This is an optimization exercise on Yosys and OpenROAD, whose aim is small area and a short achievable clock period, not a production implementation. Only simulation tests tie the RTL to the original design; equivalence was not proved. Power figures rest on the tool's default switching activity, not on a simulated workload.

[flow/config.mk]
export PLATFORM = sky130hd
export DESIGN_NAME = mac_16bit
export DESIGN_NICKNAME = mac_16bit
export VERILOG_FILES = /design/flow/design.v
export SDC_FILE = /design/flow/constraint.sdc
export NUM_CORES = 4
export LEC_CHECK = 0
export CAP_MARGIN = 20
export CORE_MARGIN = 2
export CORE_UTILIZATION = 60
export SETUP_SLACK_MARGIN = 4.15
export SLEW_MARGIN = 20
[flow/flow/run.sh]
#!/bin/bash
# The standard layout (the standard.sh), except that the port buffers are
# sky130_fd_sc_hd__buf_2 cells instead of the default delay buffers.
set -euo pipefail
export BUFFER_PORTS_ARGS="-buffer_cell sky130_fd_sc_hd__buf_2"
bash standard.sh > standard.log 2>&1
[flow/standard.sh]
#!/bin/bash
# synth_recipe.tcl (not shown) runs the flow's synth.tcl, then flattens the netlist and writes it again
# the make line also repeats each setting of config.mk as NAME=value (left out here)
make -C /OpenROAD-flow-scripts/flow DESIGN_CONFIG=/design/flow/config.mk WORK_HOME=/design/flow/orfs CLKGATE_MAP_FILE= SYNTH_SCRIPT=/design/flow/synth_recipe.tcl "${@:-finish}"
[flow/constraint.sdc]
create_clock -name core_clock -period 6.9 [get_ports {clk}]
set_input_delay 1.3800 -clock core_clock [delete_from_list [all_inputs] [get_ports {clk}]]
set_output_delay 1.3800 -clock core_clock [all_outputs]
set_load 0.01 [all_outputs]
[flow/design.v]
module mac_16bit(out_rounded,md,mr,clk,rst);
output reg [26:0] out_rounded;
input [15:0] md,mr;
input clk,rst;
reg [15:0] MD;
reg [7:0] ONE, TWO, NEG;         
reg [84:0] P;                  
reg [39:0] A;                    
reg [5:0] CB;                 
reg [8:0] k;       
reg clr;           
reg z1;            
reg r1, z2;        
wire zero = !rst | clr;
wire [16:0] mrx = {mr, 1'b0};
wire [7:0] one_n, two_n, neg_n;
genvar g;
generate for (g = 0; g < 8; g = g + 1) begin : enc
  assign one_n[g] = mrx[2*g+1] ^ mrx[2*g];
  assign two_n[g] = (mrx[2*g+2] & ~mrx[2*g+1] & ~mrx[2*g]) | (~mrx[2*g+2] & mrx[2*g+1] & mrx[2*g]);
  assign neg_n[g] = mrx[2*g+2] & ~(mrx[2*g+1] & mrx[2*g]);
end endgenerate
wire [16:0] pp0 = (({17{ONE[0]}} & {MD[15], MD}) | ({17{TWO[0]}} & {MD, 1'b0})) ^ {17{NEG[0]}};
wire ns0 = ~pp0[16];
wire [16:0] pp1 = (({17{ONE[1]}} & {MD[15], MD}) | ({17{TWO[1]}} & {MD, 1'b0})) ^ {17{NEG[1]}};
wire ns1 = ~pp1[16];
wire [16:0] pp2 = (({17{ONE[2]}} & {MD[15], MD}) | ({17{TWO[2]}} & {MD, 1'b0})) ^ {17{NEG[2]}};
wire ns2 = ~pp2[16];
wire [16:0] pp3 = (({17{ONE[3]}} & {MD[15], MD}) | ({17{TWO[3]}} & {MD, 1'b0})) ^ {17{NEG[3]}};
wire ns3 = ~pp3[16];
wire [16:0] pp4 = (({17{ONE[4]}} & {MD[15], MD}) | ({17{TWO[4]}} & {MD, 1'b0})) ^ {17{NEG[4]}};
wire ns4 = ~pp4[16];
wire [16:0] pp5 = (({17{ONE[5]}} & {MD[15], MD}) | ({17{TWO[5]}} & {MD, 1'b0})) ^ {17{NEG[5]}};
wire ns5 = ~pp5[16];
wire [16:0] pp6 = (({17{ONE[6]}} & {MD[15], MD}) | ({17{TWO[6]}} & {MD, 1'b0})) ^ {17{NEG[6]}};
wire ns6 = ~pp6[16];
wire [16:0] pp7 = (({17{ONE[7]}} & {MD[15], MD}) | ({17{TWO[7]}} & {MD, 1'b0})) ^ {17{NEG[7]}};
wire ns7 = ~pp7[16];
wire as1, ac2; assign {ac2, as1} = {1'b0, pp0[10]} + {1'b0, pp1[8]};
wire as3, ac4; assign {ac4, as3} = {1'b0, pp0[11]} + {1'b0, pp1[9]};
wire as5, ac6; assign {ac6, as5} = {1'b0, pp0[12]} + {1'b0, pp1[10]} + {1'b0, pp2[8]};
wire as7, ac8; assign {ac8, as7} = {1'b0, pp3[6]} + {1'b0, pp4[4]};
wire as9, ac10; assign {ac10, as9} = {1'b0, pp0[13]} + {1'b0, pp1[11]} + {1'b0, pp2[9]};
wire as11, ac12; assign {ac12, as11} = {1'b0, pp3[7]} + {1'b0, pp4[5]};
wire as13, ac14; assign {ac14, as13} = {1'b0, pp0[14]} + {1'b0, pp1[12]} + {1'b0, pp2[10]};
wire as15, ac16; assign {ac16, as15} = {1'b0, pp3[8]} + {1'b0, pp4[6]} + {1'b0, pp5[4]};
wire as17, ac18; assign {ac18, as17} = {1'b0, pp6[2]} + {1'b0, pp7[0]};
wire as19, ac20; assign {ac20, as19} = {1'b0, pp0[15]} + {1'b0, pp1[13]} + {1'b0, pp2[11]};
wire as21, ac22; assign {ac22, as21} = {1'b0, pp3[9]} + {1'b0, pp4[7]} + {1'b0, pp5[5]};
wire as23, ac24; assign {ac24, as23} = {1'b0, pp6[3]} + {1'b0, pp7[1]};
wire as25 = ~(ns0 ^ pp1[14]); wire ac26 = ns0 | pp1[14];
wire as27, ac28; assign {ac28, as27} = {1'b0, pp2[12]} + {1'b0, pp3[10]} + {1'b0, pp4[8]};
wire as29, ac30; assign {ac30, as29} = {1'b0, pp5[6]} + {1'b0, pp6[4]} + {1'b0, pp7[2]};
wire as31 = ~(pp1[15] ^ pp2[13]); wire ac32 = pp1[15] | pp2[13];
wire as33, ac34; assign {ac34, as33} = {1'b0, pp3[11]} + {1'b0, pp4[9]} + {1'b0, pp5[7]};
wire as35, ac36; assign {ac36, as35} = {1'b0, pp6[5]} + {1'b0, pp7[3]};
wire as37, ac38; assign {ac38, as37} = {1'b0, ns1} + {1'b0, pp2[14]} + {1'b0, pp3[12]};
wire as39, ac40; assign {ac40, as39} = {1'b0, pp4[10]} + {1'b0, pp5[8]} + {1'b0, pp6[6]};
wire as41 = ~(pp2[15] ^ pp3[13]); wire ac42 = pp2[15] | pp3[13];
wire as43, ac44; assign {ac44, as43} = {1'b0, pp4[11]} + {1'b0, pp5[9]};
wire as45, ac46; assign {ac46, as45} = {1'b0, ns2} + {1'b0, pp3[14]} + {1'b0, pp4[12]};
wire as47 = ~pp3[15];
wire as48, ac49; assign {ac49, as48} = {1'b0, pp0[6]} + {1'b0, pp1[4]};
wire as50, ac51; assign {ac51, as50} = {1'b0, pp0[7]} + {1'b0, pp1[5]};
wire as52, ac53; assign {ac53, as52} = {1'b0, pp0[8]} + {1'b0, pp1[6]} + {1'b0, pp2[4]};
wire as54, ac55; assign {ac55, as54} = {1'b0, pp3[2]} + {1'b0, pp4[0]};
wire as56, ac57; assign {ac57, as56} = {1'b0, pp0[9]} + {1'b0, pp1[7]} + {1'b0, pp2[5]};
wire as58, ac59; assign {ac59, as58} = {1'b0, pp3[3]} + {1'b0, pp4[1]};
wire as60, ac61; assign {ac61, as60} = {1'b0, as1} + {1'b0, pp2[6]} + {1'b0, pp3[4]};
wire as62, ac63; assign {ac63, as62} = {1'b0, pp4[2]} + {1'b0, pp5[0]} + {1'b0, NEG[5]};
wire as64, ac65; assign {ac65, as64} = {1'b0, as3} + {1'b0, pp2[7]} + {1'b0, pp3[5]};
wire as66, ac67; assign {ac67, as66} = {1'b0, pp4[3]} + {1'b0, pp5[1]} + {1'b0, ac2};
wire as68, ac69; assign {ac69, as68} = {1'b0, as5} + {1'b0, as7} + {1'b0, pp5[2]};
wire as70, ac71; assign {ac71, as70} = {1'b0, pp6[0]} + {1'b0, NEG[6]} + {1'b0, ac4};
wire as72, ac73; assign {ac73, as72} = {1'b0, as9} + {1'b0, as11} + {1'b0, pp5[3]};
wire as74, ac75; assign {ac75, as74} = {1'b0, pp6[1]} + {1'b0, ac6} + {1'b0, ac8};
wire as76, ac77; assign {ac77, as76} = {1'b0, as13} + {1'b0, as15} + {1'b0, as17};
wire as78, ac79; assign {ac79, as78} = {1'b0, NEG[7]} + {1'b0, ac10} + {1'b0, ac12};
wire as80, ac81; assign {ac81, as80} = {1'b0, as19} + {1'b0, as21} + {1'b0, as23};
wire as82, ac83; assign {ac83, as82} = {1'b0, ac14} + {1'b0, ac16} + {1'b0, ac18};
wire as84, ac85; assign {ac85, as84} = {1'b0, as25} + {1'b0, as27} + {1'b0, as29};
wire as86, ac87; assign {ac87, as86} = {1'b0, ac20} + {1'b0, ac22} + {1'b0, ac24};
wire as88, ac89; assign {ac89, as88} = {1'b0, as31} + {1'b0, as33} + {1'b0, as35};
wire as90, ac91; assign {ac91, as90} = {1'b0, ac26} + {1'b0, ac28} + {1'b0, ac30};
wire as92, ac93; assign {ac93, as92} = {1'b0, as37} + {1'b0, as39} + {1'b0, pp7[4]};
wire as94, ac95; assign {ac95, as94} = {1'b0, ac32} + {1'b0, ac34} + {1'b0, ac36};
wire as96, ac97; assign {ac97, as96} = {1'b0, as41} + {1'b0, as43} + {1'b0, pp6[7]};
wire as98, ac99; assign {ac99, as98} = {1'b0, pp7[5]} + {1'b0, ac38} + {1'b0, ac40};
wire as100, ac101; assign {ac101, as100} = {1'b0, as45} + {1'b0, pp5[10]} + {1'b0, pp6[8]};
wire as102, ac103; assign {ac103, as102} = {1'b0, pp7[6]} + {1'b0, ac42} + {1'b0, ac44};
wire as104, ac105; assign {ac105, as104} = {1'b0, as47} + {1'b0, pp4[13]} + {1'b0, pp5[11]};
wire as106, ac107; assign {ac107, as106} = {1'b0, pp6[9]} + {1'b0, pp7[7]} + {1'b0, ac46};
wire as108, ac109; assign {ac109, as108} = {1'b0, ns3} + {1'b0, pp4[14]} + {1'b0, pp5[12]};
wire as110, ac111; assign {ac111, as110} = {1'b0, pp6[10]} + {1'b0, pp7[8]} + {1'b0, pp3[15]};
wire as112 = ~(pp4[15] ^ pp5[13]); wire ac113 = pp4[15] | pp5[13];
wire as114, ac115; assign {ac115, as114} = {1'b0, pp6[11]} + {1'b0, pp7[9]};
wire as116, ac117; assign {ac117, as116} = {1'b0, ns4} + {1'b0, pp5[14]} + {1'b0, pp6[12]};
wire as118 = ~pp5[15];
wire as119, ac120; assign {ac120, as119} = {1'b0, pp0[4]} + {1'b0, pp1[2]};
wire as121, ac122; assign {ac122, as121} = {1'b0, pp0[5]} + {1'b0, pp1[3]};
wire as123, ac124; assign {ac124, as123} = {1'b0, as48} + {1'b0, pp2[2]} + {1'b0, pp3[0]};
wire as125, ac126; assign {ac126, as125} = {1'b0, as50} + {1'b0, pp2[3]} + {1'b0, pp3[1]};
wire as127, ac128; assign {ac128, as127} = {1'b0, as52} + {1'b0, as54} + {1'b0, NEG[4]};
wire as129, ac130; assign {ac130, as129} = {1'b0, as56} + {1'b0, as58} + {1'b0, ac53};
wire as131, ac132; assign {ac132, as131} = {1'b0, as60} + {1'b0, as62} + {1'b0, ac57};
wire as133, ac134; assign {ac134, as133} = {1'b0, as64} + {1'b0, as66} + {1'b0, ac61};
wire as135, ac136; assign {ac136, as135} = {1'b0, as68} + {1'b0, as70} + {1'b0, ac65};
wire as137, ac138; assign {ac138, as137} = {1'b0, as72} + {1'b0, as74} + {1'b0, ac69};
wire as139, ac140; assign {ac140, as139} = {1'b0, as76} + {1'b0, as78} + {1'b0, ac73};
wire as141, ac142; assign {ac142, as141} = {1'b0, as80} + {1'b0, as82} + {1'b0, ac77};
wire as143, ac144; assign {ac144, as143} = {1'b0, as84} + {1'b0, as86} + {1'b0, ac81};
wire as145, ac146; assign {ac146, as145} = {1'b0, as88} + {1'b0, as90} + {1'b0, ac85};
wire as147, ac148; assign {ac148, as147} = {1'b0, as92} + {1'b0, as94} + {1'b0, ac89};
wire as149, ac150; assign {ac150, as149} = {1'b0, as96} + {1'b0, as98} + {1'b0, ac93};
wire as151, ac152; assign {ac152, as151} = {1'b0, as100} + {1'b0, as102} + {1'b0, ac97};
wire as153, ac154; assign {ac154, as153} = {1'b0, as104} + {1'b0, as106} + {1'b0, ac101};
wire as155, ac156; assign {ac156, as155} = {1'b0, as108} + {1'b0, as110} + {1'b0, ac105};
wire as157, ac158; assign {ac158, as157} = {1'b0, as112} + {1'b0, as114} + {1'b0, ac109};
wire as159, ac160; assign {ac160, as159} = {1'b0, as116} + {1'b0, pp7[10]} + {1'b0, ac113};
wire as161, ac162; assign {ac162, as161} = {1'b0, as118} + {1'b0, pp6[13]} + {1'b0, pp7[11]};
wire as163, ac164; assign {ac164, as163} = {1'b0, ns5} + {1'b0, pp6[14]} + {1'b0, pp7[12]};
wire as165 = ~pp6[15];
wire [84:0] pnext;
assign pnext[0] = pp0[0];
assign pnext[1] = NEG[0];
assign pnext[2] = pp0[1];
assign pnext[3] = pp0[2];
assign pnext[4] = pp1[0];
assign pnext[5] = NEG[1];
assign pnext[6] = pp0[3];
assign pnext[7] = pp1[1];
assign pnext[8] = as119;
assign pnext[9] = pp2[0];
assign pnext[10] = NEG[2];
assign pnext[11] = as121;
assign pnext[12] = pp2[1];
assign pnext[13] = ac120;
assign pnext[14] = as123;
assign pnext[15] = NEG[3];
assign pnext[16] = ac122;
assign pnext[17] = as125;
assign pnext[18] = ac49;
assign pnext[19] = ac124;
assign pnext[20] = as127;
assign pnext[21] = ac51;
assign pnext[22] = ac126;
assign pnext[23] = as129;
assign pnext[24] = ac55;
assign pnext[25] = ac128;
assign pnext[26] = as131;
assign pnext[27] = ac59;
assign pnext[28] = ac130;
assign pnext[29] = as133;
assign pnext[30] = ac63;
assign pnext[31] = ac132;
assign pnext[32] = as135;
assign pnext[33] = ac67;
assign pnext[34] = ac134;
assign pnext[35] = as137;
assign pnext[36] = ac71;
assign pnext[37] = ac136;
assign pnext[38] = as139;
assign pnext[39] = ac75;
assign pnext[40] = ac138;
assign pnext[41] = as141;
assign pnext[42] = ac79;
assign pnext[43] = ac140;
assign pnext[44] = as143;
assign pnext[45] = ac83;
assign pnext[46] = ac142;
assign pnext[47] = as145;
assign pnext[48] = ac87;
assign pnext[49] = ac144;
assign pnext[50] = as147;
assign pnext[51] = ac91;
assign pnext[52] = ac146;
assign pnext[53] = as149;
assign pnext[54] = ac95;
assign pnext[55] = ac148;
assign pnext[56] = as151;
assign pnext[57] = ac99;
assign pnext[58] = ac150;
assign pnext[59] = as153;
assign pnext[60] = ac103;
assign pnext[61] = ac152;
assign pnext[62] = as155;
assign pnext[63] = ac107;
assign pnext[64] = ac154;
assign pnext[65] = as157;
assign pnext[66] = ac111;
assign pnext[67] = ac156;
assign pnext[68] = as159;
assign pnext[69] = ac115;
assign pnext[70] = ac158;
assign pnext[71] = as161;
assign pnext[72] = ac117;
assign pnext[73] = ac160;
assign pnext[74] = as163;
assign pnext[75] = pp5[15];
assign pnext[76] = ac162;
assign pnext[77] = as165;
assign pnext[78] = pp7[13];
assign pnext[79] = ac164;
assign pnext[80] = ns6;
assign pnext[81] = pp7[14];
assign pnext[82] = pp6[15];
assign pnext[83] = pp7[15];
assign pnext[84] = ns7;
wire bs166, bc167; assign {bc167, bs166} = {1'b0, P[3]} + {1'b0, P[4]};
wire bs168, bc169; assign {bc169, bs168} = {1'b0, P[6]} + {1'b0, P[7]};
wire [1:0] bt172 = {1'b0, ~P[8]} + {1'b0, ~P[9]} + {1'b0, ~P[10]}; wire bs170 = ~bt172[0]; wire bc171 = ~bt172[1];
wire [1:0] bt175 = {1'b0, ~P[11]} + {1'b0, ~P[12]} + {1'b0, ~P[13]}; wire bs173 = ~bt175[0]; wire bc174 = ~bt175[1];
wire [1:0] bt178 = {1'b0, ~P[14]} + {1'b0, ~P[15]} + {1'b0, ~P[16]}; wire bs176 = ~bt178[0]; wire bc177 = ~bt178[1];
wire [1:0] bt181 = {1'b0, ~P[17]} + {1'b0, ~P[18]} + {1'b0, ~P[19]}; wire bs179 = ~bt181[0]; wire bc180 = ~bt181[1];
wire [1:0] bt184 = {1'b0, ~P[20]} + {1'b0, ~P[21]} + {1'b0, ~P[22]}; wire bs182 = ~bt184[0]; wire bc183 = ~bt184[1];
wire [1:0] bt187 = {1'b0, ~P[23]} + {1'b0, ~P[24]} + {1'b0, ~P[25]}; wire bs185 = ~bt187[0]; wire bc186 = ~bt187[1];
wire [1:0] bt190 = {1'b0, ~P[26]} + {1'b0, ~P[27]} + {1'b0, ~P[28]}; wire bs188 = ~bt190[0]; wire bc189 = ~bt190[1];
wire [1:0] bt193 = {1'b0, ~P[29]} + {1'b0, ~P[30]} + {1'b0, ~P[31]}; wire bs191 = ~bt193[0]; wire bc192 = ~bt193[1];
wire [1:0] bt196 = {1'b0, ~P[32]} + {1'b0, ~P[33]} + {1'b0, ~P[34]}; wire bs194 = ~bt196[0]; wire bc195 = ~bt196[1];
wire [1:0] bt199 = {1'b0, ~P[35]} + {1'b0, ~P[36]} + {1'b0, ~P[37]}; wire bs197 = ~bt199[0]; wire bc198 = ~bt199[1];
wire [1:0] bt202 = {1'b0, ~P[38]} + {1'b0, ~P[39]} + {1'b0, ~P[40]}; wire bs200 = ~bt202[0]; wire bc201 = ~bt202[1];
wire [1:0] bt205 = {1'b0, ~P[41]} + {1'b0, ~P[42]} + {1'b0, ~P[43]}; wire bs203 = ~bt205[0]; wire bc204 = ~bt205[1];
wire [1:0] bt208 = {1'b0, ~P[44]} + {1'b0, ~P[45]} + {1'b0, ~P[46]}; wire bs206 = ~bt208[0]; wire bc207 = ~bt208[1];
wire [1:0] bt211 = {1'b0, ~P[47]} + {1'b0, ~P[48]} + {1'b0, ~P[49]}; wire bs209 = ~bt211[0]; wire bc210 = ~bt211[1];
wire [1:0] bt214 = {1'b0, ~P[50]} + {1'b0, ~P[51]} + {1'b0, ~P[52]}; wire bs212 = ~bt214[0]; wire bc213 = ~bt214[1];
wire [1:0] bt217 = {1'b0, ~P[53]} + {1'b0, ~P[54]} + {1'b0, ~P[55]}; wire bs215 = ~bt217[0]; wire bc216 = ~bt217[1];
wire [1:0] bt220 = {1'b0, ~P[56]} + {1'b0, ~P[57]} + {1'b0, ~P[58]}; wire bs218 = ~bt220[0]; wire bc219 = ~bt220[1];
wire [1:0] bt223 = {1'b0, ~P[59]} + {1'b0, ~P[60]} + {1'b0, ~P[61]}; wire bs221 = ~bt223[0]; wire bc222 = ~bt223[1];
wire [1:0] bt226 = {1'b0, ~P[62]} + {1'b0, ~P[63]} + {1'b0, ~P[64]}; wire bs224 = ~bt226[0]; wire bc225 = ~bt226[1];
wire [1:0] bt229 = {1'b0, ~P[65]} + {1'b0, ~P[66]} + {1'b0, ~P[67]}; wire bs227 = ~bt229[0]; wire bc228 = ~bt229[1];
wire [1:0] bt232 = {1'b0, ~P[68]} + {1'b0, ~P[69]} + {1'b0, ~P[70]}; wire bs230 = ~bt232[0]; wire bc231 = ~bt232[1];
wire [1:0] bt235 = {1'b0, ~P[71]} + {1'b0, ~P[72]} + {1'b0, ~P[73]}; wire bs233 = ~bt235[0]; wire bc234 = ~bt235[1];
wire [1:0] bt238 = {1'b0, ~P[74]} + {1'b0, ~P[75]} + {1'b0, ~P[76]}; wire bs236 = ~bt238[0]; wire bc237 = ~bt238[1];
wire [1:0] bt241 = {1'b0, ~P[77]} + {1'b0, ~P[78]} + {1'b0, ~P[79]}; wire bs239 = ~bt241[0]; wire bc240 = ~bt241[1];
wire [1:0] bt244 = {1'b0, ~P[80]} + {1'b0, ~P[81]} + {1'b0, ~P[82]}; wire bs242 = ~bt244[0]; wire bc243 = ~bt244[1];
wire bs245 = ~P[83];
wire bs246, bc247; assign {bc247, bs246} = {1'b0, P[0]} + {1'b0, P[1]};
wire bs248, bc249; assign {bc249, bs248} = {1'b0, P[2]} + {1'b0, A[1]};
wire [1:0] bt252 = {1'b0, ~bs166} + {1'b0, ~P[5]} + {1'b0, ~A[2]}; wire bs250 = ~bt252[0]; wire bc251 = ~bt252[1];
wire [1:0] bt255 = {1'b0, ~bs168} + {1'b0, ~A[3]} + {1'b0, ~bc167}; wire bs253 = ~bt255[0]; wire bc254 = ~bt255[1];
wire [1:0] bt258 = {1'b0, ~bs170} + {1'b0, ~A[4]} + {1'b0, ~bc169}; wire bs256 = ~bt258[0]; wire bc257 = ~bt258[1];
wire [1:0] bt261 = {1'b0, ~bs173} + {1'b0, ~A[5]} + {1'b0, ~bc171}; wire bs259 = ~bt261[0]; wire bc260 = ~bt261[1];
wire [1:0] bt264 = {1'b0, ~bs176} + {1'b0, ~A[6]} + {1'b0, ~bc174}; wire bs262 = ~bt264[0]; wire bc263 = ~bt264[1];
wire [1:0] bt267 = {1'b0, ~bs179} + {1'b0, ~A[7]} + {1'b0, ~bc177}; wire bs265 = ~bt267[0]; wire bc266 = ~bt267[1];
wire [1:0] bt270 = {1'b0, ~bs182} + {1'b0, ~A[8]} + {1'b0, ~bc180}; wire bs268 = ~bt270[0]; wire bc269 = ~bt270[1];
wire [1:0] bt273 = {1'b0, ~bs185} + {1'b0, ~A[9]} + {1'b0, ~bc183}; wire bs271 = ~bt273[0]; wire bc272 = ~bt273[1];
wire [1:0] bt276 = {1'b0, ~bs188} + {1'b0, ~A[10]} + {1'b0, ~bc186}; wire bs274 = ~bt276[0]; wire bc275 = ~bt276[1];
wire [1:0] bt279 = {1'b0, ~bs191} + {1'b0, ~A[11]} + {1'b0, ~bc189}; wire bs277 = ~bt279[0]; wire bc278 = ~bt279[1];
wire [1:0] bt282 = {1'b0, ~bs194} + {1'b0, ~A[12]} + {1'b0, ~bc192}; wire bs280 = ~bt282[0]; wire bc281 = ~bt282[1];
wire [1:0] bt285 = {1'b0, ~bs197} + {1'b0, ~A[13]} + {1'b0, ~bc195}; wire bs283 = ~bt285[0]; wire bc284 = ~bt285[1];
wire [1:0] bt288 = {1'b0, ~bs200} + {1'b0, ~A[14]} + {1'b0, ~bc198}; wire bs286 = ~bt288[0]; wire bc287 = ~bt288[1];
wire [1:0] bt291 = {1'b0, ~bs203} + {1'b0, ~A[15]} + {1'b0, ~bc201}; wire bs289 = ~bt291[0]; wire bc290 = ~bt291[1];
wire [1:0] bt294 = {1'b0, ~bs206} + {1'b0, ~A[16]} + {1'b0, ~bc204}; wire bs292 = ~bt294[0]; wire bc293 = ~bt294[1];
wire [1:0] bt297 = {1'b0, ~bs209} + {1'b0, ~A[17]} + {1'b0, ~bc207}; wire bs295 = ~bt297[0]; wire bc296 = ~bt297[1];
wire [1:0] bt300 = {1'b0, ~bs212} + {1'b0, ~A[18]} + {1'b0, ~bc210}; wire bs298 = ~bt300[0]; wire bc299 = ~bt300[1];
wire [1:0] bt303 = {1'b0, ~bs215} + {1'b0, ~A[19]} + {1'b0, ~bc213}; wire bs301 = ~bt303[0]; wire bc302 = ~bt303[1];
wire [1:0] bt306 = {1'b0, ~bs218} + {1'b0, ~A[20]} + {1'b0, ~bc216}; wire bs304 = ~bt306[0]; wire bc305 = ~bt306[1];
wire [1:0] bt309 = {1'b0, ~bs221} + {1'b0, ~A[21]} + {1'b0, ~bc219}; wire bs307 = ~bt309[0]; wire bc308 = ~bt309[1];
wire [1:0] bt312 = {1'b0, ~bs224} + {1'b0, ~A[22]} + {1'b0, ~bc222}; wire bs310 = ~bt312[0]; wire bc311 = ~bt312[1];
wire [1:0] bt315 = {1'b0, ~bs227} + {1'b0, ~A[23]} + {1'b0, ~bc225}; wire bs313 = ~bt315[0]; wire bc314 = ~bt315[1];
wire [1:0] bt318 = {1'b0, ~bs230} + {1'b0, ~A[24]} + {1'b0, ~bc228}; wire bs316 = ~bt318[0]; wire bc317 = ~bt318[1];
wire [1:0] bt321 = {1'b0, ~bs233} + {1'b0, ~A[25]} + {1'b0, ~bc231}; wire bs319 = ~bt321[0]; wire bc320 = ~bt321[1];
wire [1:0] bt324 = {1'b0, ~bs236} + {1'b0, ~A[26]} + {1'b0, ~bc234}; wire bs322 = ~bt324[0]; wire bc323 = ~bt324[1];
wire [1:0] bt327 = {1'b0, ~bs239} + {1'b0, ~A[27]} + {1'b0, ~bc237}; wire bs325 = ~bt327[0]; wire bc326 = ~bt327[1];
wire [1:0] bt330 = {1'b0, ~bs242} + {1'b0, ~A[28]} + {1'b0, ~bc240}; wire bs328 = ~bt330[0]; wire bc329 = ~bt330[1];
wire [1:0] bt333 = {1'b0, ~bs245} + {1'b0, ~A[29]} + {1'b0, ~bc243}; wire bs331 = ~bt333[0]; wire bc332 = ~bt333[1];
wire [1:0] bt336 = {1'b0, ~P[84]} + {1'b0, ~A[30]} + {1'b0, ~P[83]}; wire bs334 = ~bt336[0]; wire bc335 = ~bt336[1];
wire bs337 = ~A[31];
wire [7:0] yhi = 8'd0 + {7'd0, A[31]} - 8'd1;
wire k0_g338, k0_p344; assign {k0_g338, k0_p344} = {1'b0, bs246} + {1'b0, A[0]};
wire k0_g339, k0_p345; assign {k0_g339, k0_p345} = {1'b0, bs248} + {1'b0, bc247};
wire k0_g340, k0_p346; assign {k0_g340, k0_p346} = {1'b0, bs250} + {1'b0, bc249};
wire k0_g341, k0_p347; assign {k0_g341, k0_p347} = {1'b0, bs253} + {1'b0, bc251};
wire k0_g342, k0_p348; assign {k0_g342, k0_p348} = {1'b0, bs256} + {1'b0, bc254};
wire k0_g343, k0_p349; assign {k0_g343, k0_p349} = {1'b0, bs259} + {1'b0, bc257};
wire k0_G350 = k0_g339 | (k0_p345 & k0_g338);
wire k0_P351 = k0_p345 & k0_p344;
wire k0_G352 = k0_g340 | (k0_p346 & k0_g339);
wire k0_P353 = k0_p346 & k0_p345;
wire k0_G354 = k0_g341 | (k0_p347 & k0_g340);
wire k0_P355 = k0_p347 & k0_p346;
wire k0_G356 = k0_g342 | (k0_p348 & k0_g341);
wire k0_P357 = k0_p348 & k0_p347;
wire k0_G358 = k0_g343 | (k0_p349 & k0_g342);
wire k0_P359 = k0_p349 & k0_p348;
wire k0_G360 = k0_G352 | (k0_P353 & k0_g338);
wire k0_P361 = k0_P353 & k0_p344;
wire k0_G362 = k0_G354 | (k0_P355 & k0_G350);
wire k0_P363 = k0_P355 & k0_P351;
wire k0_G364 = k0_G356 | (k0_P357 & k0_G352);
wire k0_P365 = k0_P357 & k0_P353;
wire k0_G366 = k0_G358 | (k0_P359 & k0_G354);
wire k0_P367 = k0_P359 & k0_P355;
wire k0_G368 = k0_G364 | (k0_P365 & k0_g338);
wire k0_P369 = k0_P365 & k0_p344;
wire k0_G370 = k0_G366 | (k0_P367 & k0_G350);
wire k0_P371 = k0_P367 & k0_P351;
wire k0_s372 = k0_p344;
wire k0_s373 = k0_p345 ^ k0_g338;
wire k0_s374 = k0_p346 ^ k0_G350;
wire k0_s375 = k0_p347 ^ k0_G360;
wire k0_s376 = k0_p348 ^ k0_G362;
wire k0_s377 = k0_p349 ^ k0_G368;
wire k1_g378, k1_p384; assign {k1_g378, k1_p384} = {1'b0, bs262} + {1'b0, bc260};
wire k1_g379, k1_p385; assign {k1_g379, k1_p385} = {1'b0, bs265} + {1'b0, bc263};
wire k1_g380, k1_p386; assign {k1_g380, k1_p386} = {1'b0, bs268} + {1'b0, bc266};
wire k1_g381, k1_p387; assign {k1_g381, k1_p387} = {1'b0, bs271} + {1'b0, bc269};
wire k1_g382, k1_p388; assign {k1_g382, k1_p388} = {1'b0, bs274} + {1'b0, bc272};
wire k1_g383, k1_p389; assign {k1_g383, k1_p389} = {1'b0, bs277} + {1'b0, bc275};
wire k1_G390 = k1_g379 | (k1_p385 & k1_g378);
wire k1_P391 = k1_p385 & k1_p384;
wire k1_G392 = k1_g380 | (k1_p386 & k1_g379);
wire k1_P393 = k1_p386 & k1_p385;
wire k1_G394 = k1_g381 | (k1_p387 & k1_g380);
wire k1_P395 = k1_p387 & k1_p386;
wire k1_G396 = k1_g382 | (k1_p388 & k1_g381);
wire k1_P397 = k1_p388 & k1_p387;
wire k1_G398 = k1_g383 | (k1_p389 & k1_g382);
wire k1_P399 = k1_p389 & k1_p388;
wire k1_G400 = k1_G392 | (k1_P393 & k1_g378);
wire k1_P401 = k1_P393 & k1_p384;
wire k1_G402 = k1_G394 | (k1_P395 & k1_G390);
wire k1_P403 = k1_P395 & k1_P391;
wire k1_G404 = k1_G396 | (k1_P397 & k1_G392);
wire k1_P405 = k1_P397 & k1_P393;
wire k1_G406 = k1_G398 | (k1_P399 & k1_G394);
wire k1_P407 = k1_P399 & k1_P395;
wire k1_G408 = k1_G404 | (k1_P405 & k1_g378);
wire k1_P409 = k1_P405 & k1_p384;
wire k1_G410 = k1_G406 | (k1_P407 & k1_G390);
wire k1_P411 = k1_P407 & k1_P391;
wire k1_s412 = k1_p384 ^ CB[0];
wire k1_c413 = k1_g378 | (k1_p384 & CB[0]);
wire k1_s414 = k1_p385 ^ k1_c413;
wire k1_c415 = k1_G390 | (k1_P391 & CB[0]);
wire k1_s416 = k1_p386 ^ k1_c415;
wire k1_c417 = k1_G400 | (k1_P401 & CB[0]);
wire k1_s418 = k1_p387 ^ k1_c417;
wire k1_c419 = k1_G402 | (k1_P403 & CB[0]);
wire k1_s420 = k1_p388 ^ k1_c419;
wire k1_c421 = k1_G408 | (k1_P409 & CB[0]);
wire k1_s422 = k1_p389 ^ k1_c421;
wire k1_co423 = k1_G410 | (k1_P411 & CB[0]);
wire k2_g424, k2_p430; assign {k2_g424, k2_p430} = {1'b0, bs280} + {1'b0, bc278};
wire k2_g425, k2_p431; assign {k2_g425, k2_p431} = {1'b0, bs283} + {1'b0, bc281};
wire k2_g426, k2_p432; assign {k2_g426, k2_p432} = {1'b0, bs286} + {1'b0, bc284};
wire k2_g427, k2_p433; assign {k2_g427, k2_p433} = {1'b0, bs289} + {1'b0, bc287};
wire k2_g428, k2_p434; assign {k2_g428, k2_p434} = {1'b0, bs292} + {1'b0, bc290};
wire k2_g429, k2_p435; assign {k2_g429, k2_p435} = {1'b0, bs295} + {1'b0, bc293};
wire k2_G436 = k2_g425 | (k2_p431 & k2_g424);
wire k2_P437 = k2_p431 & k2_p430;
wire k2_G438 = k2_g426 | (k2_p432 & k2_g425);
wire k2_P439 = k2_p432 & k2_p431;
wire k2_G440 = k2_g427 | (k2_p433 & k2_g426);
wire k2_P441 = k2_p433 & k2_p432;
wire k2_G442 = k2_g428 | (k2_p434 & k2_g427);
wire k2_P443 = k2_p434 & k2_p433;
wire k2_G444 = k2_g429 | (k2_p435 & k2_g428);
wire k2_P445 = k2_p435 & k2_p434;
wire k2_G446 = k2_G438 | (k2_P439 & k2_g424);
wire k2_P447 = k2_P439 & k2_p430;
wire k2_G448 = k2_G440 | (k2_P441 & k2_G436);
wire k2_P449 = k2_P441 & k2_P437;
wire k2_G450 = k2_G442 | (k2_P443 & k2_G438);
wire k2_P451 = k2_P443 & k2_P439;
wire k2_G452 = k2_G444 | (k2_P445 & k2_G440);
wire k2_P453 = k2_P445 & k2_P441;
wire k2_G454 = k2_G450 | (k2_P451 & k2_g424);
wire k2_P455 = k2_P451 & k2_p430;
wire k2_G456 = k2_G452 | (k2_P453 & k2_G436);
wire k2_P457 = k2_P453 & k2_P437;
wire k2_s458 = k2_p430 ^ CB[1];
wire k2_c459 = k2_g424 | (k2_p430 & CB[1]);
wire k2_s460 = k2_p431 ^ k2_c459;
wire k2_c461 = k2_G436 | (k2_P437 & CB[1]);
wire k2_s462 = k2_p432 ^ k2_c461;
wire k2_c463 = k2_G446 | (k2_P447 & CB[1]);
wire k2_s464 = k2_p433 ^ k2_c463;
wire k2_c465 = k2_G448 | (k2_P449 & CB[1]);
wire k2_s466 = k2_p434 ^ k2_c465;
wire k2_c467 = k2_G454 | (k2_P455 & CB[1]);
wire k2_s468 = k2_p435 ^ k2_c467;
wire k2_co469 = k2_G456 | (k2_P457 & CB[1]);
wire k3_g470, k3_p476; assign {k3_g470, k3_p476} = {1'b0, bs298} + {1'b0, bc296};
wire k3_g471, k3_p477; assign {k3_g471, k3_p477} = {1'b0, bs301} + {1'b0, bc299};
wire k3_g472, k3_p478; assign {k3_g472, k3_p478} = {1'b0, bs304} + {1'b0, bc302};
wire k3_g473, k3_p479; assign {k3_g473, k3_p479} = {1'b0, bs307} + {1'b0, bc305};
wire k3_g474, k3_p480; assign {k3_g474, k3_p480} = {1'b0, bs310} + {1'b0, bc308};
wire k3_g475, k3_p481; assign {k3_g475, k3_p481} = {1'b0, bs313} + {1'b0, bc311};
wire k3_G482 = k3_g471 | (k3_p477 & k3_g470);
wire k3_P483 = k3_p477 & k3_p476;
wire k3_G484 = k3_g472 | (k3_p478 & k3_g471);
wire k3_P485 = k3_p478 & k3_p477;
wire k3_G486 = k3_g473 | (k3_p479 & k3_g472);
wire k3_P487 = k3_p479 & k3_p478;
wire k3_G488 = k3_g474 | (k3_p480 & k3_g473);
wire k3_P489 = k3_p480 & k3_p479;
wire k3_G490 = k3_g475 | (k3_p481 & k3_g474);
wire k3_P491 = k3_p481 & k3_p480;
wire k3_G492 = k3_G484 | (k3_P485 & k3_g470);
wire k3_P493 = k3_P485 & k3_p476;
wire k3_G494 = k3_G486 | (k3_P487 & k3_G482);
wire k3_P495 = k3_P487 & k3_P483;
wire k3_G496 = k3_G488 | (k3_P489 & k3_G484);
wire k3_P497 = k3_P489 & k3_P485;
wire k3_G498 = k3_G490 | (k3_P491 & k3_G486);
wire k3_P499 = k3_P491 & k3_P487;
wire k3_G500 = k3_G496 | (k3_P497 & k3_g470);
wire k3_P501 = k3_P497 & k3_p476;
wire k3_G502 = k3_G498 | (k3_P499 & k3_G482);
wire k3_P503 = k3_P499 & k3_P483;
wire k3_s504 = k3_p476 ^ CB[2];
wire k3_c505 = k3_g470 | (k3_p476 & CB[2]);
wire k3_s506 = k3_p477 ^ k3_c505;
wire k3_c507 = k3_G482 | (k3_P483 & CB[2]);
wire k3_s508 = k3_p478 ^ k3_c507;
wire k3_c509 = k3_G492 | (k3_P493 & CB[2]);
wire k3_s510 = k3_p479 ^ k3_c509;
wire k3_c511 = k3_G494 | (k3_P495 & CB[2]);
wire k3_s512 = k3_p480 ^ k3_c511;
wire k3_c513 = k3_G500 | (k3_P501 & CB[2]);
wire k3_s514 = k3_p481 ^ k3_c513;
wire k3_co515 = k3_G502 | (k3_P503 & CB[2]);
wire k4_g516, k4_p522; assign {k4_g516, k4_p522} = {1'b0, bs316} + {1'b0, bc314};
wire k4_g517, k4_p523; assign {k4_g517, k4_p523} = {1'b0, bs319} + {1'b0, bc317};
wire k4_g518, k4_p524; assign {k4_g518, k4_p524} = {1'b0, bs322} + {1'b0, bc320};
wire k4_g519, k4_p525; assign {k4_g519, k4_p525} = {1'b0, bs325} + {1'b0, bc323};
wire k4_g520, k4_p526; assign {k4_g520, k4_p526} = {1'b0, bs328} + {1'b0, bc326};
wire k4_g521, k4_p527; assign {k4_g521, k4_p527} = {1'b0, bs331} + {1'b0, bc329};
wire k4_G528 = k4_g517 | (k4_p523 & k4_g516);
wire k4_P529 = k4_p523 & k4_p522;
wire k4_G530 = k4_g518 | (k4_p524 & k4_g517);
wire k4_P531 = k4_p524 & k4_p523;
wire k4_G532 = k4_g519 | (k4_p525 & k4_g518);
wire k4_P533 = k4_p525 & k4_p524;
wire k4_G534 = k4_g520 | (k4_p526 & k4_g519);
wire k4_P535 = k4_p526 & k4_p525;
wire k4_G536 = k4_g521 | (k4_p527 & k4_g520);
wire k4_P537 = k4_p527 & k4_p526;
wire k4_G538 = k4_G530 | (k4_P531 & k4_g516);
wire k4_P539 = k4_P531 & k4_p522;
wire k4_G540 = k4_G532 | (k4_P533 & k4_G528);
wire k4_P541 = k4_P533 & k4_P529;
wire k4_G542 = k4_G534 | (k4_P535 & k4_G530);
wire k4_P543 = k4_P535 & k4_P531;
wire k4_G544 = k4_G536 | (k4_P537 & k4_G532);
wire k4_P545 = k4_P537 & k4_P533;
wire k4_G546 = k4_G542 | (k4_P543 & k4_g516);
wire k4_P547 = k4_P543 & k4_p522;
wire k4_G548 = k4_G544 | (k4_P545 & k4_G528);
wire k4_P549 = k4_P545 & k4_P529;
wire k4_s550 = k4_p522 ^ CB[3];
wire k4_c551 = k4_g516 | (k4_p522 & CB[3]);
wire k4_s552 = k4_p523 ^ k4_c551;
wire k4_c553 = k4_G528 | (k4_P529 & CB[3]);
wire k4_s554 = k4_p524 ^ k4_c553;
wire k4_c555 = k4_G538 | (k4_P539 & CB[3]);
wire k4_s556 = k4_p525 ^ k4_c555;
wire k4_c557 = k4_G540 | (k4_P541 & CB[3]);
wire k4_s558 = k4_p526 ^ k4_c557;
wire k4_c559 = k4_G546 | (k4_P547 & CB[3]);
wire k4_s560 = k4_p527 ^ k4_c559;
wire k4_co561 = k4_G548 | (k4_P549 & CB[3]);
wire k5_g562, k5_p568; assign {k5_g562, k5_p568} = {1'b0, bs334} + {1'b0, bc332};
wire k5_g563, k5_p569; assign {k5_g563, k5_p569} = {1'b0, bs337} + {1'b0, bc335};
wire k5_g564, k5_p570; assign {k5_g564, k5_p570} = {1'b0, A[32]} + {1'b0, yhi[0]};
wire k5_g565, k5_p571; assign {k5_g565, k5_p571} = {1'b0, A[33]} + {1'b0, yhi[1]};
wire k5_g566, k5_p572; assign {k5_g566, k5_p572} = {1'b0, A[34]} + {1'b0, yhi[2]};
wire k5_g567, k5_p573; assign {k5_g567, k5_p573} = {1'b0, A[35]} + {1'b0, yhi[3]};
wire k5_G574 = k5_g563 | (k5_p569 & k5_g562);
wire k5_P575 = k5_p569 & k5_p568;
wire k5_G576 = k5_g564 | (k5_p570 & k5_g563);
wire k5_P577 = k5_p570 & k5_p569;
wire k5_G578 = k5_g565 | (k5_p571 & k5_g564);
wire k5_P579 = k5_p571 & k5_p570;
wire k5_G580 = k5_g566 | (k5_p572 & k5_g565);
wire k5_P581 = k5_p572 & k5_p571;
wire k5_G582 = k5_g567 | (k5_p573 & k5_g566);
wire k5_P583 = k5_p573 & k5_p572;
wire k5_G584 = k5_G576 | (k5_P577 & k5_g562);
wire k5_P585 = k5_P577 & k5_p568;
wire k5_G586 = k5_G578 | (k5_P579 & k5_G574);
wire k5_P587 = k5_P579 & k5_P575;
wire k5_G588 = k5_G580 | (k5_P581 & k5_G576);
wire k5_P589 = k5_P581 & k5_P577;
wire k5_G590 = k5_G582 | (k5_P583 & k5_G578);
wire k5_P591 = k5_P583 & k5_P579;
wire k5_G592 = k5_G588 | (k5_P589 & k5_g562);
wire k5_P593 = k5_P589 & k5_p568;
wire k5_G594 = k5_G590 | (k5_P591 & k5_G574);
wire k5_P595 = k5_P591 & k5_P575;
wire k5_s596 = k5_p568 ^ CB[4];
wire k5_c597 = k5_g562 | (k5_p568 & CB[4]);
wire k5_s598 = k5_p569 ^ k5_c597;
wire k5_c599 = k5_G574 | (k5_P575 & CB[4]);
wire k5_s600 = k5_p570 ^ k5_c599;
wire k5_c601 = k5_G584 | (k5_P585 & CB[4]);
wire k5_s602 = k5_p571 ^ k5_c601;
wire k5_c603 = k5_G586 | (k5_P587 & CB[4]);
wire k5_s604 = k5_p572 ^ k5_c603;
wire k5_c605 = k5_G592 | (k5_P593 & CB[4]);
wire k5_s606 = k5_p573 ^ k5_c605;
wire k5_co607 = k5_G594 | (k5_P595 & CB[4]);
wire k6_g608, k6_p612; assign {k6_g608, k6_p612} = {1'b0, A[36]} + {1'b0, yhi[4]};
wire k6_g609, k6_p613; assign {k6_g609, k6_p613} = {1'b0, A[37]} + {1'b0, yhi[5]};
wire k6_g610, k6_p614; assign {k6_g610, k6_p614} = {1'b0, A[38]} + {1'b0, yhi[6]};
wire k6_g611, k6_p615; assign {k6_g611, k6_p615} = {1'b0, A[39]} + {1'b0, yhi[7]};
wire k6_G616 = k6_g609 | (k6_p613 & k6_g608);
wire k6_P617 = k6_p613 & k6_p612;
wire k6_G618 = k6_g610 | (k6_p614 & k6_g609);
wire k6_P619 = k6_p614 & k6_p613;
wire k6_G620 = k6_g611 | (k6_p615 & k6_g610);
wire k6_P621 = k6_p615 & k6_p614;
wire k6_G622 = k6_G618 | (k6_P619 & k6_g608);
wire k6_P623 = k6_P619 & k6_p612;
wire k6_G624 = k6_G620 | (k6_P621 & k6_G616);
wire k6_P625 = k6_P621 & k6_P617;
wire k6_s626 = k6_p612 ^ CB[5];
wire k6_c627 = k6_g608 | (k6_p612 & CB[5]);
wire k6_s628 = k6_p613 ^ k6_c627;
wire k6_c629 = k6_G616 | (k6_P617 & CB[5]);
wire k6_s630 = k6_p614 ^ k6_c629;
wire k6_c631 = k6_G622 | (k6_P623 & CB[5]);
wire k6_s632 = k6_p615 ^ k6_c631;
wire k6_co633 = k6_G624 | (k6_P625 & CB[5]);
wire [39:0] sum = {k6_s632, k6_s630, k6_s628, k6_s626, k5_s606, k5_s604, k5_s602, k5_s600, k5_s598, k5_s596, k4_s560, k4_s558, k4_s556, k4_s554, k4_s552, k4_s550, k3_s514, k3_s512, k3_s510, k3_s508, k3_s506, k3_s504, k2_s468, k2_s466, k2_s464, k2_s462, k2_s460, k2_s458, k1_s422, k1_s420, k1_s418, k1_s416, k1_s414, k1_s412, k0_s377, k0_s376, k0_s375, k0_s374, k0_s373, k0_s372};
wire [5:0] cbnext = {k5_co607, k4_co561, k3_co515, k2_co469, k1_co423, k0_G370};
wire [13:0] L = {1'b0, A[12:0]} + {7'd0, CB[0], 6'd0} + {1'd0, CB[1], 12'd0};
wire c13 = L[13];
wire up = L[12] & ((A[13] ^ c13) | (|L[11:0]));
wire rg634, rp661; assign {rg634, rp661} = {1'b0, A[13]} + {1'b0, c13};
wire rg635 = 1'b0; wire rp662 = A[14];
wire rg636 = 1'b0; wire rp663 = A[15];
wire rg637 = 1'b0; wire rp664 = A[16];
wire rg638 = 1'b0; wire rp665 = A[17];
wire rg639, rp666; assign {rg639, rp666} = {1'b0, A[18]} + {1'b0, CB[2]};
wire rg640 = 1'b0; wire rp667 = A[19];
wire rg641 = 1'b0; wire rp668 = A[20];
wire rg642 = 1'b0; wire rp669 = A[21];
wire rg643 = 1'b0; wire rp670 = A[22];
wire rg644 = 1'b0; wire rp671 = A[23];
wire rg645, rp672; assign {rg645, rp672} = {1'b0, A[24]} + {1'b0, CB[3]};
wire rg646 = 1'b0; wire rp673 = A[25];
wire rg647 = 1'b0; wire rp674 = A[26];
wire rg648 = 1'b0; wire rp675 = A[27];
wire rg649 = 1'b0; wire rp676 = A[28];
wire rg650 = 1'b0; wire rp677 = A[29];
wire rg651, rp678; assign {rg651, rp678} = {1'b0, A[30]} + {1'b0, CB[4]};
wire rg652 = 1'b0; wire rp679 = A[31];
wire rg653 = 1'b0; wire rp680 = A[32];
wire rg654 = 1'b0; wire rp681 = A[33];
wire rg655 = 1'b0; wire rp682 = A[34];
wire rg656 = 1'b0; wire rp683 = A[35];
wire rg657, rp684; assign {rg657, rp684} = {1'b0, A[36]} + {1'b0, CB[5]};
wire rg658 = 1'b0; wire rp685 = A[37];
wire rg659 = 1'b0; wire rp686 = A[38];
wire rg660 = 1'b0; wire rp687 = A[39];
wire rG688 = rg635 | (rp662 & rg634);
wire rP689 = rp662 & rp661;
wire rG690 = rg637 | (rp664 & rg636);
wire rP691 = rp664 & rp663;
wire rG692 = rg639 | (rp666 & rg638);
wire rP693 = rp666 & rp665;
wire rG694 = rg641 | (rp668 & rg640);
wire rP695 = rp668 & rp667;
wire rG696 = rg643 | (rp670 & rg642);
wire rP697 = rp670 & rp669;
wire rG698 = rg645 | (rp672 & rg644);
wire rP699 = rp672 & rp671;
wire rG700 = rg647 | (rp674 & rg646);
wire rP701 = rp674 & rp673;
wire rG702 = rg649 | (rp676 & rg648);
wire rP703 = rp676 & rp675;
wire rG704 = rg651 | (rp678 & rg650);
wire rP705 = rp678 & rp677;
wire rG706 = rg653 | (rp680 & rg652);
wire rP707 = rp680 & rp679;
wire rG708 = rg655 | (rp682 & rg654);
wire rP709 = rp682 & rp681;
wire rG710 = rg657 | (rp684 & rg656);
wire rP711 = rp684 & rp683;
wire rG712 = rg659 | (rp686 & rg658);
wire rP713 = rp686 & rp685;
wire rG714 = rg636 | (rp663 & rG688);
wire rP715 = rp663 & rP689;
wire rG716 = rG690 | (rP691 & rG688);
wire rP717 = rP691 & rP689;
wire rG718 = rg640 | (rp667 & rG692);
wire rP719 = rp667 & rP693;
wire rG720 = rG694 | (rP695 & rG692);
wire rP721 = rP695 & rP693;
wire rG722 = rg644 | (rp671 & rG696);
wire rP723 = rp671 & rP697;
wire rG724 = rG698 | (rP699 & rG696);
wire rP725 = rP699 & rP697;
wire rG726 = rg648 | (rp675 & rG700);
wire rP727 = rp675 & rP701;
wire rG728 = rG702 | (rP703 & rG700);
wire rP729 = rP703 & rP701;
wire rG730 = rg652 | (rp679 & rG704);
wire rP731 = rp679 & rP705;
wire rG732 = rG706 | (rP707 & rG704);
wire rP733 = rP707 & rP705;
wire rG734 = rg656 | (rp683 & rG708);
wire rP735 = rp683 & rP709;
wire rG736 = rG710 | (rP711 & rG708);
wire rP737 = rP711 & rP709;
wire rG738 = rg660 | (rp687 & rG712);
wire rP739 = rp687 & rP713;
wire rG740 = rg638 | (rp665 & rG716);
wire rP741 = rp665 & rP717;
wire rG742 = rG692 | (rP693 & rG716);
wire rP743 = rP693 & rP717;
wire rG744 = rG718 | (rP719 & rG716);
wire rP745 = rP719 & rP717;
wire rG746 = rG720 | (rP721 & rG716);
wire rP747 = rP721 & rP717;
wire rG748 = rg646 | (rp673 & rG724);
wire rP749 = rp673 & rP725;
wire rG750 = rG700 | (rP701 & rG724);
wire rP751 = rP701 & rP725;
wire rG752 = rG726 | (rP727 & rG724);
wire rP753 = rP727 & rP725;
wire rG754 = rG728 | (rP729 & rG724);
wire rP755 = rP729 & rP725;
wire rG756 = rg654 | (rp681 & rG732);
wire rP757 = rp681 & rP733;
wire rG758 = rG708 | (rP709 & rG732);
wire rP759 = rP709 & rP733;
wire rG760 = rG734 | (rP735 & rG732);
wire rP761 = rP735 & rP733;
wire rG762 = rG736 | (rP737 & rG732);
wire rP763 = rP737 & rP733;
wire rG764 = rg642 | (rp669 & rG746);
wire rP765 = rp669 & rP747;
wire rG766 = rG696 | (rP697 & rG746);
wire rP767 = rP697 & rP747;
wire rG768 = rG722 | (rP723 & rG746);
wire rP769 = rP723 & rP747;
wire rG770 = rG724 | (rP725 & rG746);
wire rP771 = rP725 & rP747;
wire rG772 = rG748 | (rP749 & rG746);
wire rP773 = rP749 & rP747;
wire rG774 = rG750 | (rP751 & rG746);
wire rP775 = rP751 & rP747;
wire rG776 = rG752 | (rP753 & rG746);
wire rP777 = rP753 & rP747;
wire rG778 = rG754 | (rP755 & rG746);
wire rP779 = rP755 & rP747;
wire rG780 = rg658 | (rp685 & rG762);
wire rP781 = rp685 & rP763;
wire rG782 = rG712 | (rP713 & rG762);
wire rP783 = rP713 & rP763;
wire rG784 = rG738 | (rP739 & rG762);
wire rP785 = rP739 & rP763;
wire rG786 = rg650 | (rp677 & rG778);
wire rP787 = rp677 & rP779;
wire rG788 = rG704 | (rP705 & rG778);
wire rP789 = rP705 & rP779;
wire rG790 = rG730 | (rP731 & rG778);
wire rP791 = rP731 & rP779;
wire rG792 = rG732 | (rP733 & rG778);
wire rP793 = rP733 & rP779;
wire rG794 = rG756 | (rP757 & rG778);
wire rP795 = rP757 & rP779;
wire rG796 = rG758 | (rP759 & rG778);
wire rP797 = rP759 & rP779;
wire rG798 = rG760 | (rP761 & rG778);
wire rP799 = rP761 & rP779;
wire rG800 = rG762 | (rP763 & rG778);
wire rP801 = rP763 & rP779;
wire rG802 = rG780 | (rP781 & rG778);
wire rP803 = rP781 & rP779;
wire rG804 = rG782 | (rP783 & rG778);
wire rP805 = rP783 & rP779;
wire rG806 = rG784 | (rP785 & rG778);
wire rP807 = rP785 & rP779;
wire rs808 = rp661 ^ up;
wire rc809 = rg634 | (rp661 & up);
wire rs810 = rp662 ^ rc809;
wire rc811 = rG688 | (rP689 & up);
wire rs812 = rp663 ^ rc811;
wire rc813 = rG714 | (rP715 & up);
wire rs814 = rp664 ^ rc813;
wire rc815 = rG716 | (rP717 & up);
wire rs816 = rp665 ^ rc815;
wire rc817 = rG740 | (rP741 & up);
wire rs818 = rp666 ^ rc817;
wire rc819 = rG742 | (rP743 & up);
wire rs820 = rp667 ^ rc819;
wire rc821 = rG744 | (rP745 & up);
wire rs822 = rp668 ^ rc821;
wire rc823 = rG746 | (rP747 & up);
wire rs824 = rp669 ^ rc823;
wire rc825 = rG764 | (rP765 & up);
wire rs826 = rp670 ^ rc825;
wire rc827 = rG766 | (rP767 & up);
wire rs828 = rp671 ^ rc827;
wire rc829 = rG768 | (rP769 & up);
wire rs830 = rp672 ^ rc829;
wire rc831 = rG770 | (rP771 & up);
wire rs832 = rp673 ^ rc831;
wire rc833 = rG772 | (rP773 & up);
wire rs834 = rp674 ^ rc833;
wire rc835 = rG774 | (rP775 & up);
wire rs836 = rp675 ^ rc835;
wire rc837 = rG776 | (rP777 & up);
wire rs838 = rp676 ^ rc837;
wire rc839 = rG778 | (rP779 & up);
wire rs840 = rp677 ^ rc839;
wire rc841 = rG786 | (rP787 & up);
wire rs842 = rp678 ^ rc841;
wire rc843 = rG788 | (rP789 & up);
wire rs844 = rp679 ^ rc843;
wire rc845 = rG790 | (rP791 & up);
wire rs846 = rp680 ^ rc845;
wire rc847 = rG792 | (rP793 & up);
wire rs848 = rp681 ^ rc847;
wire rc849 = rG794 | (rP795 & up);
wire rs850 = rp682 ^ rc849;
wire rc851 = rG796 | (rP797 & up);
wire rs852 = rp683 ^ rc851;
wire rc853 = rG798 | (rP799 & up);
wire rs854 = rp684 ^ rc853;
wire rc855 = rG800 | (rP801 & up);
wire rs856 = rp685 ^ rc855;
wire rc857 = rG802 | (rP803 & up);
wire rs858 = rp686 ^ rc857;
wire rc859 = rG804 | (rP805 & up);
wire rs860 = rp687 ^ rc859;
wire rco861 = rG806 | (rP807 & up);
wire [26:0] rnd = {rs860, rs858, rs856, rs854, rs852, rs850, rs848, rs846, rs844, rs842, rs840, rs838, rs836, rs834, rs832, rs830, rs828, rs826, rs824, rs822, rs820, rs818, rs816, rs814, rs812, rs810, rs808};
always @(posedge clk) begin
  MD <= md;
  ONE <= one_n;
  TWO <= two_n;
  NEG <= neg_n;
  P <= pnext;
  z1 <= zero;
  r1 <= !rst;
  z2 <= r1;
  if (z1 | z2) A <= 40'd0;
  else A <= sum;
  if (z1 | z2) CB <= 6'd0;
  else CB <= cbnext;
  out_rounded <= (zero | z1) ? 27'd0 : rnd;
  if (zero) k <= {8'd0, clr};
  else k <= k + 9'd1;
  clr <= rst & !clr & (k == 9'd258);
end
endmodule
==> results of run 1 <==
-- cell families after synthesis --
| kind of cell | after synthesis |
|---|---|
| AO/OA/AOI/OAI | 226 |
| flip-flops | 211 |
| adder cells (fa/ha/maj) | 202 |
| buffers and inverters | 196 |
| XOR/XNOR | 186 |
| AND/OR/NAND/NOR | 184 |
| multiplexers | 5 |
-- cell type report --
cell class,count,area [um^2],area share (%)
Timing Repair Buffer,66,358,2.56
Tap cell,275,344,2.46
Inverter,114,428,3.06
Multi-Input combinational cell,803,7770,55.5
Sequential cell,211,4280,30.5
Clock inverter,11,161,1.15
Clock buffer,31,656,4.68
-- Yosys cell counts (2+ instances only) --
library cell / number / share of area (%)
nor2_1: 69 / 2.0
nand2b_1: 8 / 0.40
nand4_1: 2 / 0.099
clkbuf_1: 73 / 2.2
buf_2: 5 / 0.20
nor2b_1: 11 / 0.54
or4b_1: 2 / 0.16
a22oi_1: 120 / 7.1
nand3_1: 8 / 0.32
or2_2: 2 / 0.099
mux2_2: 3 / 0.27
o211a_1: 2 / 0.16
o21a_1: 3 / 0.18
inv_1: 114 / 3.4
xnor2_1: 126 / 8.7
xor2_1: 60 / 4.2
a31oi_1: 2 / 0.099
nor3_1: 17 / 0.67
a21o_1: 13 / 0.77
and2_1: 6 / 0.30
nand2_1: 28 / 0.83
o211ai_1: 4 / 0.24
nand4b_1: 2 / 0.14
o21bai_1: 6 / 0.36
ha_1: 80 / 7.9
a21oi_1: 29 / 1.1
nor4b_1: 2 / 0.14
a31o_2: 3 / 0.21
a21oi_2: 2 / 0.14
buf_1: 4 / 0.12
dfxtp_1: 211 / 33
o21ai_0: 32 / 1.3
fa_1: 122 / 19
or3_1: 7 / 0.35
nor3b_1: 2 / 0.12
or4b_2: 2 / 0.16
nand3b_1: 7 / 0.42
-- state kept, by name, indices dropped and copies added (netlist names) --
| name | flops |
|---|---|
| MD | 16 |
| k | 9 |
| r1 | 1 |
| CB | 6 |
| out_rounded | 27 |
| z1 | 1 |
| ONE | 8 |
| P | 85 |
| NEG | 8 |
| clr | 1 |
| TWO | 8 |
| z2 | 1 |
| A | 40 |
-- routing by layer --
layer  up-vias  GRT usage (%)  wire (um)
li1       4013              -          -
met1      3900           34.6      12500
met2       232           35.3      10800
met3        36           4.19       1480
met4         0           5.86        517
met5         -              0          0
-- critical path, cell delays in order (launching register included) --
cell and delay [ns]:
dfxtp_1 0.31, fa_1 0.56, fa_1 0.44, ha_1 0.28, a21o_1 0.18, a21o_1 0.20, a21oi_2 0.20, o21ai_1 0.14
a21oi_1 0.16, nor2_1 0.05
-- per-stage QoR --
| stage | cell area (um^2) | worst slack (ns) | std cells | hold slack, ns |
|---|---|---|---|---|
| after floorplan | 12600 | 4.17 | 1210 | 0.310 |
| after global placement | 13000 | 3.89 | 1466 | 0.315 |
| after detailed placement | 13000 | 3.84 | 1466 | 0.315 |
| after CTS | 13900 | 4.16 | 1508 | 0.328 |
| after global routing | 14000 | 4.13 | 1511 | 0.335 |
| final | 14000 | 4.25 | 1511 | 0.327 |
-- where the power goes --
group          switching (mW)  leakage (nW)  internal (mW)
Clock                   0.486         0.404          0.815
Sequential              0.274          1.76           1.54
Combinational            1.74          3.85           1.65
Total                    2.50          6.02           4.00
-- worst paths after layout --
| kind | from | end | slack, ns | cells past startpoint |
|---|---|---|---|---|
| min | r1 | z2 | 0.33 | 0 |
| max | P[32] | CB[2] | 4.25 | 9 |
| max reg2reg | P[32] | CB[2] | 4.25 | 9 |
| min reg2reg | r1 | z2 | 0.33 | 0 |
-- what timing repair did --
item,in CTS,in global routing
setup buffers,0,3
gates resized for setup,43,20
endpoints found under the setup margin,35,27
gates cloned,0,0
hold buffers,0,0
pin swaps,1,12
==> flow_metrics.tcl, run 1 <==
set metrics [dict create \
    outcome "finished clean" \
    final_cell_mix "dfxtp_1, xnor2_1, a22oi_1, fa_1, inv_1" \
    path_class "flop to flop" \
    mappedNetlistNets 1446 \
    p_leak_nw 6.02 \
    ys.flop_type "dfxtp_1" \
    setup_violations 0 \
    yosys_warnings 1 \
    setup-tns-final_ns 0 \
    worst-path-max-fanout 3 \
    cts_tree "done" \
    min_period_over_period_pct 38.4 \
    rows 53 \
    vias 8181 \
    grt_max_degree 43 \
    synthCells 1210 \
    muxShareOfSynthArea_pct 0.455 \
    maxCapViolCount 0 \
    fmaxAchievable_mhz 377 \
    synth_edf_count 0 \
    ys_seq_elements 211 \
    crit_path_start_kind "flop" \
    port_buffers 60 \
    rsz0062_at_grt "yes" \
    core_um2 20800 \
    initial_core_util_pct 60.7 \
    totalPowerFinal_mw 6.50 \
    cts_inserted_buffers 23 \
    synthXorXnorAreaFrac_pct 12.9 \
    die_x_um 149 \
    power_density_nw_per_um2 465 \
    final_hold_viol_count 0 \
    mappedNetlistArea_um2 12600 \
    synthDistinctLibCells 58 \
    synthArstFlopShare_pct 0 \
    grt_usage_pct 23.2 \
    grt_pass1_wl_um 41100 \
    routedWlPerCell_um 16.7 \
    synth_top_family_by_area "adder cells" \
    fin_worst_skew_ns 0.0111 \
    drive_above_1_share_pct 14.4 \
    synthSimpleGateAreaFrac_pct 7.53 \
    hp-class "flop to flop" \
    clk_latency_ns 0.52 \
    h-tree-depth 1 \
    nets 1455 \
    drc_errors 0 \
    synth_compound_area_share_pct 12.6 \
    area_growth_pct 10.8 \
    viasPerCell 5.41 \
    synth_adder_area_share_pct 27.2 \
    drtIter0Drc 464 \
    antenna_found_initial 0 \
    antenna_cells 0 \
    avgSynthCellArea_um2 10.4 \
    nFillCells 1687 \
    dpl.hpwl_um 18300 \
    ir_worst_vdd_mv 0.253 \
    critPathCaptureType "flop" \
    tightest_slew_ns 0.802 \
    clockBufferDepth 3 \
    fp.dieH_um 149 \
    final_common_cell "dfxtp_1" \
    routed_wl_um 25300 \
    arrival_ns 3.03 \
    die-area_um2 22200 \
    cts_root_buffer "clkbuf_16" \
    post-route-min-period_ns 2.65 \
    ios 61 \
    slew_violations 0 \
    grt_pass1_vias 8011 \
    clk_pin_slew_ns 0.06 \
    utilization_pct 67.2 \
    seq_area_frac_synth_pct 33.4 \
    drtPass1Iterations 5 \
    drtAntennaViolNets 0 \
    required_ns 7.28 \
    clkSinkCount 211 \
    slew_headroom_pct 46.5 \
    overflow 0 \
    gp_congestion 0.849 \
]
==> inputs of run 2 (changes only) <==
--- a/flow/config.mk
+++ b/flow/config.mk
@@ -8,5 +8,7 @@
 export CAP_MARGIN = 20
 export CORE_MARGIN = 2
 export CORE_UTILIZATION = 60
+export CTS_CLUSTER_DIAMETER = 120
+export CTS_CLUSTER_SIZE = 30
 export SETUP_SLACK_MARGIN = 4.15
 export SLEW_MARGIN = 20
==> run 2 against run 1 <==
  * Still clean on timing, DRC and antenna
  * Non-clock buffer count is the same
  * Final area shrank 3.6%
  * Worst setup slack lost 0.0046 ns
  * Combinational power is essentially flat
  * Core utilization shrank 2.4 points
  * Routed wire length shrank 2.1%
  * Cell count shrank 1.9%
  * Die area is the same
  * Critical path type unchanged
  * Highest routed layer unchanged
==> flow_metrics.tcl, run 2 <==
set metrics [dict create \
    outcome "finished clean" \
    reg_top3 "P (85), A (40), out_rounded (27)" \
    fin_cells 1482 \
    synth_top_cell_by_area "dfxtp_1" \
    rows 53 \
    cts_root_buffer "clkbuf_16" \
    initial_core_util_pct 60.7 \
    arrival_ns 3.01 \
    mappedNetlistNets 1446 \
    clk_pin_slew_ns 0.11 \
    rsz0062_at_grt "yes" \
    routed_wl_um 24800 \
    yosys_warnings 1 \
    grt_usage_pct 22.8 \
    ys_seq_elements 211 \
    antenna_found_initial 0 \
    cts_tree "done" \
    power_density_nw_per_um2 438 \
    area_growth_pct 6.78 \
    synth_edf_count 0 \
    viasPerCell 5.48 \
    routedWlPerCell_um 16.7 \
    drtAntennaViolNets 0 \
    final_cell_mix "dfxtp_1, xnor2_1, a22oi_1, fa_1, inv_1" \
    postLayoutCellArea_um2 13500 \
    place_area_um2 13000 \
    antenna_cells 0 \
    hp-class "flop to flop" \
    drc_errors 0 \
    slew_headroom_pct 46.6 \
    slew_violations 0 \
    synthTopCellsByArea "dfxtp_1, fa_1, xnor2_1" \
    regArea_um2 4280 \
    mappedNetlistArea_um2 12600 \
    fp.dieH_um 149 \
    avgSynthCellArea_um2 10.4 \
    path_class "flop to flop" \
    top_register "P" \
    p_leak_nw 5.76 \
    synthDistinctLibCells 58 \
    synthCells 1210 \
    synth_commonest_cells "dfxtp_1, xnor2_1, fa_1" \
    crit_path_start_kind "flop" \
    min_period_over_period_pct 38.5 \
    synthArstFlopShare_pct 0 \
    ir_worst_vdd_mv 0.249 \
    h-tree-depth 1 \
    core_um2 20800 \
    drtIter0Drc 415 \
    totalPowerFinal_mw 5.91 \
    grt_pass1_vias 7882 \
    clockBufferDepth 3 \
    overflow 0 \
    vias 8114 \
    hp-start "r1" \
    dpl.cell_count 1466 \
    drtPass1Iterations 5 \
    synth.top_cell.area_share_pct 33.4 \
    maxCapViolCount 0 \
    crit_start "ONE[1]" \
    largest_register_ffs 85 \
    dpl.hpwl_um 18300 \
    setup_violations 0 \
    critPathCaptureType "flop" \
    nFillCells 1740 \
    ctsHoldBuffers 0 \
    yosysMostFrequentCell "dfxtp_1" \
    worst-path-max-fanout 17 \
    ys.flop_type "dfxtp_1" \
    cts_inserted_buffers 11 \
    required_ns 7.25 \
    grt_pass1_wl_um 40400 \
    clkSinkCount 211 \
    tightest_slew_ns 0.800 \
    grt_max_degree 43 \
    die-area_um2 22200 \
    fin_worst_skew_ns 0.0345 \
    gp_congestion 0.849 \
    ios 61 \
    port_buffers 60 \
    post-route-min-period_ns 2.66 \
    seq_area_frac_synth_pct 33.4 \
    clk_latency_ns 0.47 \
    setup-tns-final_ns 0 \
    drive_above_1_share_pct 12.4 \
    rr_startpoint "ONE[1]" \
    fmaxAchievable_mhz 376 \
    final_hold_viol_count 0 \
    final_common_cell "dfxtp_1" \
    nets 1443 \
    die_x_um 149 \
    multiInputGateArea_um2 7770 \
]
## run 2: changes by cell type in the layout (fill, tap and decap cells not counted)
cell | before | now
inv_6 | 1 | 0
clkinv_2 | 5 | 0
dfxtp_4 | 1 | 4
clkbuf_16 | 23 | 11
clkinv_16 | 0 | 1
dfxtp_1 | 172 | 173
clkbuf_1 | 3 | 1
bufinv_16 | 4 | 0
dfxtp_2 | 38 | 34
clkinvlp_4 | 1 | 0
clkbuf_8 | 5 | 0
## run 2: cell type report
type                       count  area share (%)
multi-input combinational    803            57.6
sequential                   211            31.7
inverter                     114            3.17
timing repair buffer          66            2.65
tap                          275            2.55
clock buffer                  12            2.07
clock inverter                 1           0.223
## run 2: path summary, 6_finish.rpt
| check | endpoint | slack (ns) | depth (start not counted) |
|---|---|---|---|
| setup / recovery | P[50] | 4.24 | 6 |
| hold / removal | z2 | 0.34 | 0 |
| setup reg to reg | P[50] | 4.24 | 6 |
| hold reg to reg | z2 | 0.34 | 0 |
## run 2: worst max-delay path, cell delays in order (launching register included)
cell     delay (ns)
dfxtp_2        0.60
o21ai_0        0.19
xnor2_1        0.18
fa_1           0.55
inv_1          0.05
fa_1           0.54
fa_1           0.42
## run 2: where the power goes
group	internal, mW	switching [mW]
combinational	1.66	1.76
sequential	1.53	0.273
clock	0.300	0.384
total	3.50	2.41
## run 2: logic make-up (layout without fill, tap and decap cells)
group | count (synthesis) | after routing | synth area share, %
simple gates | 184 | 184 | 7.53
flops | 211 | 211 | 33.4
mux | 5 | 5 | 0.455
xor+xnor | 186 | 186 | 12.9
buf+inv | 196 | 193 | 5.87
fa+ha+maj | 202 | 202 | 27.2
compound gates | 226 | 226 | 12.6
## run 2: per-layer routing
| metal | GRT usage [%] | vias to the layer above | share of wire (%) |
|---|---|---|---|
| met5 | 0 | - | 0 |
| met3 | 3.06 | 39 | 5.1 |
| met4 | 5.57 | 0 | 2.1 |
| met1 | 34.8 | 3883 | 50 |
| met2 | 34.5 | 222 | 42 |
| li1 | - | 3970 | - |
## run 2: metrics by stage
step	hold WS, ns	worst slack, ns	util [%]
after floorplan	0.310	4.17	-
after detailed placement	0.315	3.84	62.4
after CTS	0.335	4.14	64.4
final	0.337	4.24	64.8
after global placement	0.315	3.89	62.4
after global routing	0.347	4.11	64.8
## run 2: timing repair
item / 4_1_cts / 5_1_grt
gates cloned: 0 / 0
pin swaps: 2 / 11
gates resized for setup: 42 / 23
buffers inserted: 0 / 3
setup endpoints to repair: 35 / 33

separate check: timing with driven ports:
No port has a modelled driver above. Below, the same layouts with a new extraction and two added sets of constraints. Step 1 assumes that a clkbuf_16 drives the clock port and a buf_2 every other input. Step 2 also shifts input and output timing later by t, the mid clock arrival at the registers, as if the neighbouring blocks saw the same clock. Slacks: ideal ports / drivers / drivers and shift; pairs: ideal ports / drivers.
run | t, ns | setup WS [ns]
run 1 | 0.559 | 4.247 / 4.247 / 3.849
run 2 | 0.499 | 4.242 / 4.242 / 3.868
After both steps setup and hold are still met in every run listed.
